This is an optimization exercise on Yosys and OpenROAD, whose aim is small area, a short achievable clock period and few clock cycles, not a production implementation.
RTL that was checked went through simulation tests only; none was proved equivalent to the original.

==> flow/design.v (excerpt) <==
module sha256_reduced (
    input  logic        clk,
    input  logic        rst_n,
    input  logic        enable,
    input  logic [7:0]  data_in,
    input  logic        data_valid,
    input  logic        end_of_file,
    output logic        ready,
    output logic [31:0] hash_out,
    output logic        hash_valid
);
clock: 15.0 ns
lec_check: 0
cap_margin: 20
core_margin: 2
core_utilization: 40
slew_margin: 20
synth_memory_max_bits: 4096
run.sh (not shown) runs the stock make flow with config.mk's settings and CLKGATE_MAP_FILE= SYNTH_SCRIPT=/design/flow/synth_recipe.tcl, a recipe that flattens the netlist after the stock synthesis.
The starting point completed without violations.
==> next run, changes <==
--- a/flow/design.v
+++ b/flow/design.v
@@ -77,21 +77,21 @@
     input  logic        rst_n,
     input  logic        enable,
     input  logic [7:0]  data_in,
     input  logic        data_valid,
     input  logic        end_of_file,
     output logic        ready,
     output logic [31:0] hash_out,
     output logic        hash_valid
 );
     localparam int FD = 14;    
-    localparam int TH = 12;    
+    localparam int NB = 46;    
     function automatic logic [31:0] rotr(input logic [31:0] x, input int n);
         rotr = (x >> n) | (x << (32 - n));
     endfunction
     function automatic logic [31:0] bsig0(input logic [31:0] x);
         bsig0 = rotr(x, 2) ^ rotr(x, 13) ^ rotr(x, 22);
     endfunction
     function automatic logic [31:0] bsig1(input logic [31:0] x);
         bsig1 = rotr(x, 6) ^ rotr(x, 11) ^ rotr(x, 25);
     endfunction
     function automatic logic [31:0] ssig0(input logic [31:0] x);
@@ -176,21 +176,21 @@
     logic        ffq;        
     logic        zero_op;    
     logic        pad14;      
     logic        lastblk;    
     logic [1:0]  stl;        
     logic [31:0] a, b, c, d, e, f, g, h;
     logic [31:0] kq;         
     logic [31:0] dl;         
     logic [3:0][31:0] xa, xe;   
     logic [15:0][31:0] w;
-    logic [7:0]  osel;
+    logic [7:1]  osel;
     logic [31:0] hout;
     logic        hv;
     wire run      = (ph == P_RUN);
     wire avail    = fne | eof_done;
     wire stalling = (stl != 2'd0);
     wire stall    = stalling | (run & nm & ~avail);
     wire adv      = run & ~stall;
     wire ffstep   = adv & ffq;
     wire ld_r     = adv & ~bnd;
     wire ld_b     = adv & bnd;
@@ -260,46 +260,48 @@
         h <= ld_b ? xe[1] : g;
         if (adv) begin
             kq  <= knext;
             dl  <= px1 + py1;
         end
         if (ffstep) begin
             xa <= {suma, xa[3:1]};
             xe <= {sume, xe[3:1]};
         end
     end
+    wire fin = ld_b & lastblk;
     always_ff @(posedge clk) begin
-        hout <= ({32{osel[0] | osel[2]}} & a) | ({32{osel[1] | osel[3]}} & c) |
-                ({32{osel[4] | osel[6]}} & e) | ({32{osel[5] | osel[7]}} & g);
+        hout <= ({32{fin}} & suma) |
+                ({32{osel[1] | osel[3]}} & b) | ({32{osel[2]}} & d) |
+                ({32{osel[4] | osel[6]}} & h) | ({32{osel[5] | osel[7]}} & f);
     end
     assign hash_out   = hout;
     assign hash_valid = hv;
-    wire thr = |occ[FD-1:TH-1];
+    wire thr = (nbytes >= 8'(NB));
     always_ff @(posedge clk or negedge rst_n) begin
         if (!rst_n) begin
             started  <= 1'b0;
             rx       <= 1'b0;
             eof_done <= 1'b0;
             pad80    <= 1'b0;
             bc       <= 2'd0;
             nbytes   <= 8'd0;
             ph       <= P_IDLE;
             st       <= 7'd0;
             bnd      <= 1'b0;
             srcm     <= 1'b0;
             nm       <= 1'b0;
             ffq      <= 1'b0;
             zero_op  <= 1'b0;
             pad14    <= 1'b0;
             lastblk  <= 1'b0;
             stl      <= 2'd0;
-            osel     <= 8'd0;
+            osel     <= 7'd0;
             hv       <= 1'b0;
         end else begin
             if (start) begin
                 started <= 1'b1;
                 if (ie) begin
                     eof_done <= 1'b1;
                     pad80    <= 1'b1;
                 end else begin
                     rx <= 1'b1;
                 end
@@ -327,24 +329,19 @@
                 st   <= st_next;
                 bnd  <= (st_next == 7'd0);
                 srcm <= (st_next <= 7'd14) | (st_next == 7'd64);
                 nm   <= (st_next <= 7'd14) | ((st_next == 7'd64) & ~lastblk);
                 ffq  <= (st_next >= 7'd62) | (st_next == 7'd0);
                 if (srcm & ~fne & pad80) pad80 <= 1'b0;
                 if (st == 7'd13) pad14 <= ~fne & ~pad80;
                 if ((st == 7'd14) & ~fne & pad14) lastblk <= 1'b1;
                 if (bnd) begin
                     zero_op <= 1'b0;
-                    if (lastblk) begin
-                        ph   <= P_OUT;
-                        osel <= 8'd1;
-                    end
+                    if (lastblk) ph <= P_OUT;
                 end
             end
-            if (ph == P_OUT) begin
-                osel <= {osel[6:0], 1'b0};
-                if (osel[7]) ph <= P_DONE;
-            end
-            hv <= |osel;
+            osel <= {osel[6:1], fin};
+            if (osel[7]) ph <= P_DONE;
+            hv <= fin | (|osel);
         end
     end
 endmodule
Effect: Die area went up by 0.37%; clock skew climbs by 0.013 ns; routed wire length rises by 1.3%; final area barely changes; flip-flop and latch count fell by 1; synthesized cell count went up by 0.58%; setup slack improved by 0.061 ns.
Testbench counts after the change, summed over its fixed seeds: cycles 20,631.
For the first run of this note, only the layout was checked, not whether the RTL still works.

---

the reference run:
Another version of the RTL of sha256_reduced (not shown whole).
For scale: ~6100 cells after synthesis, about 1700 flip-flops, about 47 I/O pins, roughly 74000 µm² of cells after synthesis.
export LEC_CHECK = 0
export CAP_MARGIN = 20
export CORE_MARGIN = 2
export CORE_UTILIZATION = 60
export CTS_CLUSTER_DIAMETER = 100
export CTS_CLUSTER_SIZE = 25
export SLEW_MARGIN = 20
export SYNTH_MEMORY_MAX_BITS = 4096
create_clock -name core_clock -period 15.0 [get_ports {clk}]
standard.sh (not shown) runs the stock make flow with config.mk's settings and CLKGATE_MAP_FILE= SYNTH_SCRIPT=/design/flow/synth_recipe.tcl, a recipe that flattens the netlist after the stock synthesis.
==> flow/flow/run.sh <==
#!/bin/bash
# Standard synthesis, then the standard flow's own layout with two changes: timing repair
# gets a larger setup margin, so that it keeps working past the constraint's
# period, and the port buffers are plain buffers (sky130_fd_sc_hd__buf_2)
# instead of the delay cells that buffer_ports picks by default.
set -euo pipefail
bash standard.sh synth > synth.log 2>&1
bash standard.sh SETUP_SLACK_MARGIN=10.7 TNS_END_PERCENT=100 \
  "BUFFER_PORTS_ARGS=-buffer_cell sky130_fd_sc_hd__buf_2" finish > layout.log 2>&1
The following lists how the trial run was set up differently from the reference run:
--- a/flow/design.v
+++ b/flow/design.v
@@ -78,19 +78,19 @@
     input  logic        enable,
     input  logic [7:0]  data_in,
     input  logic        data_valid,
     input  logic        end_of_file,
     output logic        ready,
     output logic [31:0] hash_out,
     output logic        hash_valid
 );
     localparam int FD = 14;    
-    localparam int NB = 45;    
+    localparam int NB = 1;
     function automatic logic [31:0] rotr(input logic [31:0] x, input int n);
         rotr = (x >> n) | (x << (32 - n));
     endfunction
     function automatic logic [31:0] bsig0(input logic [31:0] x);
         bsig0 = rotr(x, 2) ^ rotr(x, 13) ^ rotr(x, 22);
     endfunction
     function automatic logic [31:0] bsig1(input logic [31:0] x);
         bsig1 = rotr(x, 6) ^ rotr(x, 11) ^ rotr(x, 25);
     endfunction
@@ -305,19 +305,22 @@
     always_ff @(posedge clk) begin
         hout <= ({32{fin}} & suma) |
                 ({32{osel[1] | osel[3]}} & b) | ({32{osel[2]}} & d) |
                 ({32{osel[4] | osel[6]}} & h) | ({32{osel[5] | osel[7]}} & f);
     end
     assign hash_out   = hout;
     assign hash_valid = hv;
     always_ff @(posedge clk) begin
         rdy_q <= ~(started | start);
-        hv    <= fin | (|osel);
+    end
+    always_ff @(posedge clk or negedge rst_n) begin
+        if (!rst_n) hv <= 1'b0;
+        else        hv <= fin | (|osel);
     end
     wire thr = (nbytes >= 8'(NB));
     always_ff @(posedge clk or negedge rst_n) begin
         if (!rst_n) begin
             started  <= 1'b0;
             rx       <= 1'b0;
             eof_done <= 1'b0;
             pad80    <= 1'b0;
             bc       <= 2'd0;
## What came out
Comparing the trial run with the reference run, the die area came out essentially unchanged.
The reference run and the trial run ended up with nearly the same area of the placeable core.
Per the comparison of the trial run with the reference run, aggregate routed wire length went down by about 0.9%; wire length on met2 went down.
Testbench counts of the trial run, summed over its fixed seeds: cycles 20,365.
No functional check of the RTL was part of the reference run.

---

sha256_reduced, a different RTL version from the one above (not shown whole).
For scale: about 6,800 cells after synthesis, ~1,700 flip-flops, ~47 I/O pins, about 0.074 mm2 of cells after synthesis.
==> flow/config.mk <==
export PLATFORM = sky130hd
export DESIGN_NAME = sha256_reduced
export DESIGN_NICKNAME = sha256_reduced
export VERILOG_FILES = /design/flow/design.v
export SDC_FILE = /design/flow/constraint.sdc
export NUM_CORES = 8
export LEC_CHECK = 0
export CAP_MARGIN = 20
export CORE_MARGIN = 2
export CORE_UTILIZATION = 65
export CTS_CLUSTER_DIAMETER = 100
export CTS_CLUSTER_SIZE = 25
export SLEW_MARGIN = 20
export SYNTH_MEMORY_MAX_BITS = 4096
==> flow/constraint.sdc <==
create_clock -name core_clock -period 15.0 [get_ports {clk}]
set_input_delay 3.0000 -clock core_clock [delete_from_list [all_inputs] [get_ports {clk}]]
set_output_delay 3.0000 -clock core_clock [all_outputs]
set_load 0.01 [all_outputs]
Scripts as last shown in full above: flow/flow/run.sh
Testbench counts at the start, summed over its fixed seeds: cycles 20,554.
Then changed:
--- a/flow/design.v
+++ b/flow/design.v
@@ -145,22 +145,22 @@
         end
     end
     always_ff @(posedge clk) id <= data_in;
     logic        started;     
     logic        rx;          
     logic        eof_done;    
     logic        pad80;       
     logic [1:0]  bc;          
     logic [7:0]  nbytes;      
     logic [23:0] asm_q;
-    logic        rdy_q;       
-    assign ready = rdy_q;
+    logic        nrdy;        
+    assign ready = ~nrdy;
     wire start  = ~started & iv & ien;
     wire byte_v = rx & iv;
     wire wrd    = byte_v & ((bc == 2'd3) | ie);    
     logic byp;                                      
     wire push   = wrd & ~byp;                       
     logic [31:0] wdata;
     always_comb begin
         case (bc)
             2'd0:    wdata = {id, 8'h80, 16'h0000};
             2'd1:    wdata = {asm_q[7:0], id, 8'h80, 8'h00};
@@ -236,24 +236,24 @@
     wire [31:0] ws0  = ssig0(w[1]);
     wire [63:0] wc   = comp42(w[9], w[0], ws0, ws1);
     wire [31:0] wsch = wc[63:32] + wc[31:0];
     wire [31:0] wnew = srcm ? mval : wsch;
     logic [31:0] knext;
     k_rom krom (.kSel(adv ? st_next[5:0] : st[5:0]), .kBus(knext));
     wire [31:0] s1  = bsig1(e);
     wire [31:0] s0  = bsig0(a);
     wire [31:0] ch  = (e & f) | (~e & g);
     wire [31:0] maj = (a & b) | (c & (a | b));
-    wire [63:0] ac  = comp42(dl, maj, ch, s0);
-    wire [31:0] ax3 = csum(ac[63:32], ac[31:0], s1);
-    wire [31:0] ay3 = ccar(ac[63:32], ac[31:0], s1);
-    wire [31:0] an  = skadd(ax3, ay3);
+    wire [31:0] ax1 = csum(dl, maj, ch);
+    wire [31:0] ay1 = ccar(dl, maj, ch);
+    wire [63:0] ac  = comp42(ax1, ay1, s0, s1);
+    wire [31:0] an  = skadd(ac[63:32], ac[31:0]);
     wire [63:0] ec  = comp42(dl, d, ch, s1);
     wire [31:0] en  = skadd(ec[63:32], ec[31:0]);
     wire [31:0] hsrc = bnd ? xe[1] : g;
     wire [31:0] px1  = csum(hsrc, kq, w[15]);
     wire [31:0] py1  = ccar(hsrc, kq, w[15]);
     logic [31:0] iva, ive;
     always_comb begin
         case (st)
             7'd62:   begin iva = 32'ha54ff53a; ive = 32'h5be0cd19; end
             7'd63:   begin iva = 32'h3c6ef372; ive = 32'h1f83d9ab; end
@@ -288,50 +288,46 @@
         end
     end
     wire fin = ld_b & lastblk;
     always_ff @(posedge clk) begin
         hout <= ({32{fin}} & suma) |
                 ({32{osel[1] | osel[3]}} & b) | ({32{osel[2]}} & d) |
                 ({32{osel[4] | osel[6]}} & h) | ({32{osel[5] | osel[7]}} & f);
     end
     assign hash_out   = hout;
     assign hash_valid = hv;
-    always_ff @(posedge clk) begin
-        rdy_q <= ~(started | start);
-    end
-    always_ff @(posedge clk or negedge rst_n) begin
-        if (!rst_n) hv <= 1'b0;
-        else        hv <= fin | (|osel);
-    end
     wire thr = (nbytes >= 8'(NB));
     always_ff @(posedge clk or negedge rst_n) begin
         if (!rst_n) begin
             started  <= 1'b0;
+            nrdy     <= 1'b0;
             rx       <= 1'b0;
             eof_done <= 1'b0;
             pad80    <= 1'b0;
             bc       <= 2'd0;
             nbytes   <= 8'd0;
             ph       <= P_IDLE;
             st       <= 7'd0;
             bnd      <= 1'b0;
             srcm     <= 1'b0;
             nm       <= 1'b0;
             ffq      <= 1'b0;
             zero_op  <= 1'b0;
             pad14    <= 1'b0;
             lastblk  <= 1'b0;
             stl      <= 2'd0;
             osel     <= 7'd0;
+            hv       <= 1'b0;
         end else begin
             if (start) begin
                 started <= 1'b1;
+                nrdy    <= 1'b1;
                 if (ie) begin
                     eof_done <= 1'b1;
                     pad80    <= 1'b1;
                 end else begin
                     rx <= 1'b1;
                 end
             end
             if (byte_v) begin
                 bc     <= bc + 2'd1;
                 nbytes <= nbytes + 8'd1;
@@ -360,13 +356,14 @@
                 if (srcm & ~fne & ~wrd & pad80) pad80 <= 1'b0;
                 if (st == 7'd13) pad14 <= ~fne & ~wrd & ~pad80;
                 if ((st == 7'd14) & ~fne & ~wrd & pad14) lastblk <= 1'b1;
                 if (bnd) begin
                     zero_op <= 1'b0;
                     if (lastblk) ph <= P_OUT;
                 end
             end
             osel <= {osel[6:1], fin};
             if (osel[7]) ph <= P_DONE;
+            hv <= fin | (|osel);
         end
     end
 endmodule
After rerunning: This time the run finished but fails on slew limit; sequential share of layout area goes down by 0.30 points; die area goes up slightly; synthesized cell count stays flat; fmax goes down by a few percent; first-iteration DRC count stays flat.
The RTL of the second run of this note was laid out without a check of its function.

---

Setup of the previous run:
sha256_reduced, a different RTL version from the one above (not shown whole).
Size in the first run: roughly 6100 cells after synthesis, about 1700 flip-flops, about 47 I/O pins, roughly 74000 um^2 of cells after synthesis.
export LEC_CHECK = 0
export CAP_MARGIN = 20
export CORE_MARGIN = 2
export CORE_UTILIZATION = 65
export CTS_CLUSTER_DIAMETER = 100
export CTS_CLUSTER_SIZE = 25
export SLEW_MARGIN = 20
export SYNTH_MEMORY_MAX_BITS = 4096
create_clock -name core_clock -period 15.0 [get_ports {clk}]
Scripts as last shown in full above: flow/flow/run.sh
Both conditions hold for the previous run: the flow ran to the end and the final layout passed the timing, design-rule and antenna checks.
Testbench counts of the previous run, summed over its fixed seeds: cycles 20,365.
Here is what was changed in the inputs of the current run compared with the previous run.
--- a/flow/design.v
+++ b/flow/design.v
@@ -206,36 +206,36 @@
     logic        pad14;      
     logic        lastblk;    
     logic [1:0]  stl;        
     logic [31:0] a, b, c, d, e, f, g, h;
     logic [31:0] kq;         
     logic [31:0] dl;         
     logic [3:0][31:0] xa, xe;   
     logic [15:0][31:0] w;
     logic [7:1]  osel;
     logic [31:0] hout;
     logic        hv;
-    logic        advq, ldrq, ldbq, ffsq;    
     wire run      = (ph == P_RUN);
     wire avail    = fne | eof_done | wrd;
     wire stalling = (stl != 2'd0);
     wire stall    = stalling | (run & nm & ~avail);
     wire adv      = run & ~stall;
     wire ffstep   = adv & ffq;
     wire ld_r     = adv & ~bnd;
     wire ld_b     = adv & bnd;
-    assign pop = advq & srcm & fne;
-    assign byp = advq & srcm & ~fne & wrd;
+    assign pop = adv & srcm & fne;
+    assign byp = adv & srcm & ~fne & wrd;
     wire [6:0] st_next = (st == 7'd64) ? 7'd0 : st + 7'd1;
+    logic       advq, ldrq, ldbq, ffsq;
     wire        init_go = (ph == P_IDLE) & started & (thr | eof_done);
-    wire        fin     = ldbq & lastblk;
+    wire        fin     = ld_b & lastblk;
     wire        run_n   = init_go | (run & ~fin);
     wire [1:0]  stl_n   = stall ? stl + 2'd1 : 2'd0;
     wire        nm_n    = init_go ? 1'b0 :
                           adv ? ((st_next <= 7'd14) | ((st_next == 7'd64) & ~lastblk)) : nm;
     wire        bnd_n   = init_go ? 1'b0 : adv ? (st_next == 7'd0) : bnd;
     wire        ffq_n   = init_go ? 1'b1 : adv ? ((st_next >= 7'd62) | (st_next == 7'd0)) : ffq;
     wire        fne_n   = (push & ~pop) ? 1'b1 : (pop & ~push) ? ~occ[0] : fne;
     wire        eofd_n  = eof_done | (start & ie) | (byte_v & ie);
     wire        rx_n    = (start & ~ie) | (rx & ~(byte_v & ie));
     wire [1:0]  bc_n    = byte_v ? bc + 2'd1 : bc;
     wire        wrd_n   = rx_n & data_valid & ((bc_n == 2'd3) | end_of_file);
@@ -245,23 +245,23 @@
         if (pad80)                       padword = 32'h80000000;
         else if ((st == 7'd14) & pad14)  padword = {21'b0, nbytes, 3'b000};
         else                             padword = 32'h0;
     end
     wire [31:0] mval = fne ? fhead : wrd ? wdata : padword;
     wire [31:0] ws1  = ssig1(w[14]);
     wire [31:0] ws0  = ssig0(w[1]);
     wire [63:0] wc   = comp42(w[9], w[0], ws0, ws1);
     wire [31:0] wsch = wc[63:32] + wc[31:0];
     wire [31:0] wnew = srcm ? mval : wsch;
     logic [31:0] knext;
-    k_rom krom (.kSel(advq ? st_next[5:0] : st[5:0]), .kBus(knext));
+    k_rom krom (.kSel(adv ? st_next[5:0] : st[5:0]), .kBus(knext));
     wire [31:0] s1  = bsig1(e);
     wire [31:0] s0  = bsig0(a);
     wire [31:0] ch  = (e & f) | (~e & g);
     wire [31:0] maj = (a & b) | (c & (a | b));
     wire [63:0] ac  = comp42(dl, maj, ch, s0);
     wire [31:0] ax3 = csum(ac[63:32], ac[31:0], s1);
     wire [31:0] ay3 = ccar(ac[63:32], ac[31:0], s1);
     wire [31:0] an  = skadd(ax3, ay3);
     wire [63:0] ec  = comp42(dl, d, ch, s1);
     wire [31:0] en  = skadd(ec[63:32], ec[31:0]);
     wire [31:0] hsrc = bnd ? xe[1] : g;
Findings:
- Compared the previous run against the current run; cell area after layout within noise.
- Looking at origin of the worst setup path, the f[12] result is from the current run; the a[10] one comes from the previous run.
- The current run vs. the previous run: xor and xnor fraction of the mapped netlist area ~0 delta, final worst slack +0.011 ns, routed wire length +about 2.3%.
Testbench counts of the current run, summed over its fixed seeds: cycles 20,365.

port drivers added, routing unchanged:
In the flow no input, the clock included, has a driving cell. The finished layouts below were timed again as built, in two steps. Step 1: set_driving_cell puts a clkbuf_16 on clk and a buf_2 on each other input, an assumption about the parent block. Step 2 also shifts input and output timing later by t, the mid clock arrival at the registers, as if the neighbouring blocks saw the same clock. Slacks: ideal ports / drivers / drivers and shift; pairs: ideal ports / drivers.
run	t, ns	setup WS [ns]	hold WS [ns]	worst setup path after step 2	cell pins on the clock port's net
the first run of note 1	0.882	9.189 / 9.189 / 9.189	0.309 / 0.309 / 0.309	register to register	1
the second run of note 1	0.902	9.250 / 9.250 / 9.250	0.291 / 0.291 / 0.291	register to register	1
the reference run	0.784	10.597 / 10.597 / 10.597	0.309 / 0.309 / 0.309	register to register	1
the trial run	0.798	10.657 / 10.657 / 10.542	0.321 / 0.321 / 0.321	input to register	1
the first run of note 3	0.790	10.650 / 10.639 / 10.650	0.314 / 0.314 / 0.314	register to register	1
the second run of note 3	0.760	10.349 / 10.349 / 10.349	0.320 / 0.320 / 0.320	register to register	1
the previous run	0.778	10.723 / 10.695 / 10.723	0.318 / 0.318 / 0.318	register to register	1
the current run	0.788	10.734 / 10.686 / 10.685	0.316 / 0.316 / 0.316	input to register	1
The setup slack of the trial run, which loses most, moves by 0.000 ns with the drivers and by -0.115 ns with both steps.
